What follows belongs to an exercise in optimizing a design on an open flow for small area; a production flow would make more cautious choices.
In this exercise RTL edits were held to simulation tests only and were not proved equivalent to the original.
The flow treats the clock pin as an ideal source, which a real chip does not have.

## main
// mfcc_dct
module mfcc_dct(
    input         clk,
    input         rst,
    input  [15:0] in_data,
    input         in_valid,
    output        c0_valid,
    output [31:0] c0_data,
    output        c1_valid,
    output [31:0] c1_data,
    output        c2_valid,
    output [31:0] c2_data,
    output        c3_valid,
    output [31:0] c3_data,
    output        c4_valid,
    output [31:0] c4_data,
    output        c5_valid,
    output [31:0] c5_data,
    output        c6_valid,
    output [31:0] c6_data,
    output        c7_valid,
    output [31:0] c7_data,
    output        c8_valid,
    output [31:0] c8_data,
    output        c9_valid,
    output [31:0] c9_data,
    output        c10_valid,
    output [31:0] c10_data,
    output        c11_valid,
    output [31:0] c11_data,
    output        c12_valid,
    output [31:0] c12_data
    );
==> flow/config.mk <==
export PLATFORM = sky130hd
export DESIGN_NAME = mfcc_dct
export DESIGN_NICKNAME = mfcc_dct
export VERILOG_FILES = /design/flow/design.v
export SDC_FILE = /design/flow/constraint.sdc
export NUM_CORES = 4
export LEC_CHECK = 0
export ABC_AREA = 1
export CAP_MARGIN = 20
export CORE_MARGIN = 2
export CORE_UTILIZATION = 65
export GPL_TIMING_DRIVEN = 0
export PLACE_DENSITY = 0.75
export SLEW_MARGIN = 20
==> flow/constraint.sdc <==
create_clock -name core_clock -period 10.0 [get_ports {clk}]
set_input_delay 2.0000 -clock core_clock [delete_from_list [all_inputs] [get_ports {clk}]]
set_output_delay 2.0000 -clock core_clock [all_outputs]
set_load 0.01 [all_outputs]
standard.sh (not shown) runs the stock make flow with config.mk's settings and CLKGATE_MAP_FILE= SYNTH_SCRIPT=/design/flow/synth_recipe.tcl, a recipe that flattens the netlist after the stock synthesis.
==> flow/flow/run.sh <==
#!/bin/bash
# Own flow: the standard layout (standard.sh: standard synthesis, floorplan, placement,
# CTS, routing) with these changes passed to ORFS through its own variables:
#  - the port buffers that buffer_ports inserts are sky130_fd_sc_hd__buf_1 (ORFS otherwise picks
#    clkdlybuf4s50_1, 10 um2 each); every port still gets its buffer;
#  - clock_tree_synthesis: clkbuf_16 sink clusters of up to 30 registers within 60 um, and no
#    dummy loads.
set -euo pipefail
cd "$(dirname "$0")/.."
export REMOVE_ABC_BUFFERS=1
export BUFFER_PORTS_ARGS="-buffer_cell sky130_fd_sc_hd__buf_1"
export CTS_ARGS="-sink_clustering_enable -repair_clock_nets -dont_use_dummy_load -buf_list sky130_fd_sc_hd__clkbuf_16 -sink_clustering_size 30 -sink_clustering_max_diameter 60"
bash standard.sh > standard_flow.log 2>&1
### main -> the feature branch
==> flow/flow/run.sh <==
#!/bin/bash
# Own flow: the standard layout (standard.sh: standard synthesis, floorplan, placement,
# CTS, routing) with two changes passed to ORFS through its own variables:
#  - the port buffers that buffer_ports inserts are sky130_fd_sc_hd__buf_1 (ORFS otherwise picks
#    clkdlybuf4s50_1, 10 um2 each); every port still gets its buffer;
#  - clock_tree_synthesis runs without dummy loads.
set -euo pipefail
cd "$(dirname "$0")/.."
export BUFFER_PORTS_ARGS="-buffer_cell sky130_fd_sc_hd__buf_1"
export CTS_ARGS="-sink_clustering_enable -repair_clock_nets -dont_use_dummy_load -buf_list sky130_fd_sc_hd__clkbuf_16 -sink_clustering_size 30 -sink_clustering_max_diameter 60"
bash standard.sh > standard_flow.log 2>&1
diff --git a/flow/config.mk b/flow/config.mk
--- a/flow/config.mk
+++ b/flow/config.mk
@@ -11,3 +11,5 @@
 export CORE_UTILIZATION = 65
-export GPL_TIMING_DRIVEN = 0
+export CTS_BUF_LIST = sky130_fd_sc_hd__clkbuf_16
+export CTS_CLUSTER_DIAMETER = 60
+export CTS_CLUSTER_SIZE = 30
 export PLACE_DENSITY = 0.75
--- outcome ---
Summary of the comparison: time the worst path needs with I/O delays and setup is lower in the feature branch, relative to main. The post-route fraction of the period consumed by the critical path number comes out higher for main vs the feature branch. Fraction of area in multi-input gates delta (the feature branch -> main): insignificant. Final cell count across main and the feature branch: no real change. The feature branch vs. main: core occupancy in the finished layout fell by 0.51 points, clock latency at the later pin of the worst-skew pair fell by 0.02 ns.

[static timing again, ports no longer ideal]
The results above use ideal ports. As a check the final layouts listed here were re-extracted and re-timed, cells and wires unchanged.
Step 1 sets driving cells, clkbuf_16 on the clock port and buf_2 on the other inputs (assumed; they add their load-dependent delay and slew).
Step 2, shift: input delay + t, output delay - t, t = (earliest + latest rising clock arrival at the registers) / 2. This alone moves slack from input paths to output paths.
Three values: ideal ports, drivers, drivers and shift; two values: the first two.
| run | t (ns) | setup WS [ns] | cell pins on the clock port's net |
|---|---|---|---|
| main | 0.762 | 0.424 / 0.424 / 0.166 | 1 |
| the feature branch | 0.749 | 0.681 / 0.681 / 0.466 | 1 |
After both steps every run listed still meets setup and hold. For main, which loses most, drivers alone change the setup slack by 0.000 ns; drivers and shift together by -0.258 ns.
